Source: an optimization exercise on an open RTL-to-GDS flow (aim: small area). Production flows keep margins and buffers that such runs may drop. RTL that was checked went through simulation tests only; none was proved equivalent to the original. No driver is modelled on the clock port, so clock power and skew are understated where the tree is cut down; a real chip needs a root buffer or a tree.

== main ==
==> flow/design.v <==
module axis_sm(
    input clk,
    input rstn,
    input start_en,
    input [31:0] phase_start_value,
    input [31:0] phase_stop_value,
    input [31:0] phase_step_value,
    output s_axis_phase_tvalid,
    input s_axis_phase_tready,
    output [63:0] s_axis_phase_tdata,
    output m_axis_phase_tready,
    output m_axis_data_tready,
    output [4:0] state_reg
    );
    localparam LO = 19;
    localparam CN = 7;
    reg        st0, st1, st2;
    wire [2:0] st = {st2, st1, st0};
    reg  [2:0] st_nx;
    reg [31:0] td;
    reg [31:0] fp;
    reg        cmp;
    reg        cy;
    assign s_axis_phase_tdata = {32'h0, td};
    assign state_reg = {2'b00, st};
    wire s0 = (st == 3'd0);
    wire s1 = (st == 3'd1);
    wire s2 = (st == 3'd2);
    wire s3 = (st == 3'd3);
    wire s5 = (st == 3'd5);
    wire s6 = (st == 3'd6);
    wire s7 = (st == 3'd7);
    assign s_axis_phase_tvalid = st2 | (st1 & st0) | cy;
    wire rdy = st2 | st1 | cmp;
    assign m_axis_phase_tready = rdy;
    assign m_axis_data_tready = rdy;
    wire ld   = s0 | (s6 & cmp);     
    wire s6n  = s6 & ~cmp;           
    wire h_lon = ld | s7;            
    wire hhin = ld | s7 | s6;        
    wire s7n  = ~s7;
    wire hcnn = ~(s1 | s2 | s6n);    
    wire s5n  = ~s5;
    wire s3rn = ~(s3 & rstn);
    wire hr   = ~s3 & rstn;
    wire [LO:0] clo;
    wire [LO-1:0] sum_lo;
    hadd u_ha0 (.a(td[0]), .b(phase_step_value[0]), .s(sum_lo[0]), .co(clo[1]));
    wire [32-LO:0] chi;
    wire [31-LO:0] sum_hi;
    assign chi[0] = cy;
    wire [31:0] an = {fp[31:CN], ~td[CN-1:0]};
    wire [32:0] lt;
    assign lt[0] = 1'b0;
    wire done = (fp[3:0] == 4'b1111) && !fp[6];
    wire [CN-1:0] cnt_nx = {fp[5:0], fp[6] ^ fp[3]};
    wire [31:0] fp_d, td_d;
    genvar i;
    generate
        for (i = 1; i < LO; i = i + 1) begin : g_lo
            fadd u_fa (.a(td[i]), .b(phase_step_value[i]), .ci(clo[i]), .s(sum_lo[i]), .co(clo[i+1]));
        end
        for (i = 0; i < 32 - LO; i = i + 1) begin : g_hi
            fadd u_fa (.a(td[LO+i]), .b(fp[LO+i]), .ci(chi[i]), .s(sum_hi[i]), .co(chi[i+1]));
        end
        for (i = 0; i < 32; i = i + 1) begin : g_lt
            assign lt[i+1] = (an[i] & phase_stop_value[i]) | (lt[i] & (an[i] | phase_stop_value[i]));
        end
        for (i = 0; i < 32; i = i + 1) begin : g_td
            sel_td u_td (.sn(s3rn), .vn(fp[i]), .h(hr), .q(td[i]), .d(td_d[i]));
        end
        for (i = 0; i < CN; i = i + 1) begin : g_cn
            sel_x u_fp (.p1(ld), .a(phase_start_value[i]), .p2(s7), .b(sum_lo[i]),
                        .q(fp[i]), .hn(hcnn), .c(cnt_nx[i]), .cn(s5n), .d(fp_d[i]));
        end
        for (i = CN; i < LO; i = i + 1) begin : g_flo
            sel_lo u_fp (.p1(ld), .a(phase_start_value[i]), .p2(s7), .b(sum_lo[i]),
                         .hn(h_lon), .q(fp[i]), .d(fp_d[i]));
        end
        for (i = LO; i < 32; i = i + 1) begin : g_fhi
            sel_x u_fp (.p1(ld), .a(phase_start_value[i]), .p2(s6n), .b(sum_hi[i-LO]),
                        .q(fp[i]), .hn(hhin), .c(phase_step_value[i]), .cn(s7n), .d(fp_d[i]));
        end
    endgenerate
    always @(*) begin
        case (st)
            3'd0: st_nx = start_en ? 3'd1 : 3'd0;
            3'd1: st_nx = 3'd2;
            3'd2: st_nx = 3'd3;
            3'd3: st_nx = 3'd4;
            3'd4: st_nx = s_axis_phase_tready ? 3'd5 : 3'd4;
            3'd5: st_nx = done ? 3'd7 : 3'd5;
            3'd7: st_nx = 3'd6;
            default: st_nx = (cmp && !start_en) ? 3'd0 : 3'd1;
        endcase
    end
    always @(posedge clk) begin
        cmp <= rstn & (s7 ? ~lt[32] : (s1 | s6 | cmp));
        cy  <= s7 ? clo[LO] : (s6 | (cy & ~s0));
        fp  <= fp_d;
        td  <= td_d;
        if (!rstn) begin
            st0 <= 1'b0;
            st1 <= 1'b0;
            st2 <= 1'b0;
        end else begin
            st0 <= st_nx[0];
            st1 <= st_nx[1];
            st2 <= st_nx[2];
        end
    end
endmodule
module sel_lo (input p1, input a, input p2, input b, input hn, input q, output d);
    assign d = ~((p1 & a) | (p2 & b) | ~(hn | q));
endmodule
module sel_x (input p1, input a, input p2, input b, input q, input hn, input c, input cn, output d);
    assign d = ~((p1 & a) | (p2 & b) | ~((q | hn) & (c | cn)));
endmodule
module sel_td (input sn, input vn, input h, input q, output d);
    assign d = ~((~h | ~q) & (sn | vn));
endmodule
module fadd (
    input a,
    input b,
    input ci,
    output s,
    output co
    );
    assign s = a ^ b ^ ci;
    assign co = (a & b) | (ci & (a ^ b));
endmodule
module hadd (
    input a,
    input b,
    output s,
    output co
    );
    assign s = a ^ b;
    assign co = a & b;
endmodule
Settings: LEC_CHECK=0, CAP_MARGIN=20, CORE_MARGIN=2, CORE_UTILIZATION=65, PLACE_DENSITY=0.85, SLEW_MARGIN=20, SYNTH_HIERARCHICAL=1; clock period 10.0 ns.
standard.sh (not shown) runs the stock make flow with config.mk's settings and CLKGATE_MAP_FILE= SYNTH_SCRIPT=/design/flow/synth_recipe.tcl, a recipe that flattens the netlist after the stock synthesis.
==> flow/flow/run.sh <==
#!/bin/bash
# ORFS layout through the standard.sh, with these changes:
# - synthesis maps with an area-oriented ABC script (flow/synth.tcl);
# - ports are buffered with the smallest buffer;
# - the constant outputs share the tie cell that synthesis made;
# - after CTS the clock tree is replaced by one level of four buffers
#   (flow/post_cts.tcl).
bash standard.sh "SYNTH_SCRIPT=$PWD/flow/synth.tcl" \
  "BUFFER_PORTS_ARGS=-buffer_cell sky130_fd_sc_hd__buf_1" SKIP_REPAIR_TIE_FANOUT=1 \
  "CTS_ARGS=-sink_clustering_enable -repair_clock_nets -dont_use_dummy_load" \
  "POST_CTS_TCL=$PWD/flow/post_cts.tcl" \
  finish > standard.log 2>&1
Other scripts of this flow, unchanged in this note and not shown: flow/flow/abc_area.script, flow/flow/post_cts.tcl, flow/flow/synth.tcl
main reached the final stage; the timing, DRC and antenna checks on its layout passed.
Setup changes, main to the feature branch
==> flow/design.v, changed modules only <==
module axis_sm(
    input clk,
    input rstn,
    input start_en,
    input [31:0] phase_start_value,
    input [31:0] phase_stop_value,
    input [31:0] phase_step_value,
    output reg s_axis_phase_tvalid,
    input s_axis_phase_tready,
    output [63:0] s_axis_phase_tdata,
    output m_axis_phase_tready,
    output m_axis_data_tready,
    output [4:0] state_reg
    );
    localparam LO = 18;
    localparam CN = 7;
    reg        st0, st1, st2;
    wire [2:0] st = {st2, st1, st0};
    reg  [2:0] st_nx;
    reg [31:0] td;
    reg [31:0] fp;
    reg        rdy;
    reg        cmp;
    reg        cy;
    assign s_axis_phase_tdata = {32'h0, td};
    assign state_reg = {2'b00, st};
    assign m_axis_phase_tready = rdy;
    assign m_axis_data_tready = rdy;
    wire s0 = (st == 3'd0);
    wire s1 = (st == 3'd1);
    wire s2 = (st == 3'd2);
    wire s3 = (st == 3'd3);
    wire s5 = (st == 3'd5);
    wire s6 = (st == 3'd6);
    wire s7 = (st == 3'd7);
    wire ld   = s0 | (s6 & cmp);     
    wire s6n  = s6 & ~cmp;           
    wire h_lon = ld | s7;            
    wire hhin = ld | s7 | s6;        
    wire s7n  = ~s7;
    wire hcnn = ~(s1 | s2 | s6n);    
    wire s5n  = ~s5;
    wire s3rn = ~(s3 & rstn);
    wire hr   = ~s3 & rstn;
    wire [LO:0] clo;
    wire [LO-1:0] sum_lo;
    hadd u_ha0 (.a(td[0]), .b(phase_step_value[0]), .s(sum_lo[0]), .co(clo[1]));
    wire [32-LO:0] chi;
    wire [31-LO:0] sum_hi;
    assign chi[0] = cy;
    wire [31:0] an = {fp[31:CN], ~td[CN-1:0]};
    wire [32:0] lt;
    assign lt[0] = 1'b0;
    wire done = (fp[3:0] == 4'b1111) && !fp[6];
    wire [CN-1:0] cnt_nx = {fp[5:0], fp[6] ^ fp[3]};
    wire [31:0] fp_d, td_d;
    genvar i;
    generate
        for (i = 1; i < LO; i = i + 1) begin : g_lo
            fadd u_fa (.a(td[i]), .b(phase_step_value[i]), .ci(clo[i]), .s(sum_lo[i]), .co(clo[i+1]));
        end
        for (i = 0; i < 32 - LO; i = i + 1) begin : g_hi
            fadd u_fa (.a(td[LO+i]), .b(fp[LO+i]), .ci(chi[i]), .s(sum_hi[i]), .co(chi[i+1]));
        end
        for (i = 0; i < 32; i = i + 1) begin : g_lt
            assign lt[i+1] = (an[i] & phase_stop_value[i]) | (lt[i] & (an[i] | phase_stop_value[i]));
        end
        for (i = 0; i < 32; i = i + 1) begin : g_td
            sel_td u_td (.sn(s3rn), .vn(fp[i]), .h(hr), .q(td[i]), .d(td_d[i]));
        end
        for (i = 0; i < CN; i = i + 1) begin : g_cn
            sel_x u_fp (.p1(ld), .a(phase_start_value[i]), .p2(s7), .b(sum_lo[i]),
                        .q(fp[i]), .hn(hcnn), .c(cnt_nx[i]), .cn(s5n), .d(fp_d[i]));
        end
        for (i = CN; i < LO; i = i + 1) begin : g_flo
            sel_lo u_fp (.p1(ld), .a(phase_start_value[i]), .p2(s7), .b(sum_lo[i]),
                         .hn(h_lon), .q(fp[i]), .d(fp_d[i]));
        end
        for (i = LO; i < 32; i = i + 1) begin : g_fhi
            sel_x u_fp (.p1(ld), .a(phase_start_value[i]), .p2(s6n), .b(sum_hi[i-LO]),
                        .q(fp[i]), .hn(hhin), .c(phase_step_value[i]), .cn(s7n), .d(fp_d[i]));
        end
    endgenerate
    always @(*) begin
        case (st)
            3'd0: st_nx = start_en ? 3'd1 : 3'd0;
            3'd1: st_nx = 3'd2;
            3'd2: st_nx = 3'd3;
            3'd3: st_nx = 3'd4;
            3'd4: st_nx = s_axis_phase_tready ? 3'd5 : 3'd4;
            3'd5: st_nx = done ? 3'd7 : 3'd5;
            3'd7: st_nx = 3'd6;
            default: st_nx = (cmp && !start_en) ? 3'd0 : 3'd1;
        endcase
    end
    always @(posedge clk) begin
        cmp <= ~lt[32];
        cy  <= clo[LO];
        fp  <= fp_d;
        td  <= td_d;
        if (s0) s_axis_phase_tvalid <= 1'b0;
        else if (s2) s_axis_phase_tvalid <= 1'b1;
        if (!rstn) begin
            st0 <= 1'b0;
            st1 <= 1'b0;
            st2 <= 1'b0;
            rdy <= 1'b0;
        end else begin
            if (s1) rdy <= 1'b1;
            st0 <= st_nx[0];
            st1 <= st_nx[1];
            st2 <= st_nx[2];
        end
    end
endmodule
==> comparison <==
Compared to main, the feature branch has cell count 2.2% lower. The feature branch vs main: first-pass GRT wire length up in the feature branch. Compared with main, the feature branch shows multi-input logic portion of the cell area lower by 0.86 points. The final layout from the feature branch, which completed every stage, passed the timing, DRC and antenna checks at the end of the flow. Clock latency reported for the late side of the worst-skew pair of main is on par with the feature branch. Where post-route worst setup slack is concerned, main is outperformed by the feature branch. For chip height, the feature branch and main come out practically identical. Number of flip-flops and latches: higher on the feature branch. | worst hold slack | the feature branch vs main | 0.024 ns lower |. Synthesized cell count, main and the feature branch: smaller value in the feature branch. Comparing main and the feature branch, timing-limited maximum frequency is lower on main.
No functional check of the RTL was part of main. No run of this note takes its clock network from TritonCTS; it comes from the design's own scripts or RTL.

[static timing again, ports no longer ideal]
How much do the figures lean on ideal ports? The routed layouts below were timed once more, with nothing changed but the port constraints.
Step 1 (the two cells are an assumption about what drives the block):
set clk [get_ports {clk}]
set_driving_cell -lib_cell sky130_fd_sc_hd__clkbuf_16 $clk
set_driving_cell -lib_cell sky130_fd_sc_hd__buf_2 [delete_from_list [all_inputs] $clk]
Step 2 adds t to the input delays and takes it off the output delays; t is the mean of the earliest and latest rising clock arrival at the registers after step 1. Input paths then give back, and output paths get back, about the clock's delay inside the block.
Slacks: no drivers / after step 1 / after step 2; pairs: no drivers / after step 1.
| run | shift t [ns] | setup slack, ns | worst setup path at the end | clock arrival spread, ns | slew at the worst register clock pin (ns) |
|---|---|---|---|---|---|
| main | 0.215 | 0.388 / 0.426 / 0.211 | input to register | 0.008 / 0.008 | 0.10 / 0.10 |
| the feature branch | 0.223 | 0.816 / 0.856 / 0.634 | input to register | 0.009 / 0.009 | 0.11 / 0.11 |
After both steps every run listed still meets setup and hold. The setup slack of the feature branch, which loses most, moves by +0.040 ns with the drivers and by -0.182 ns with both steps.
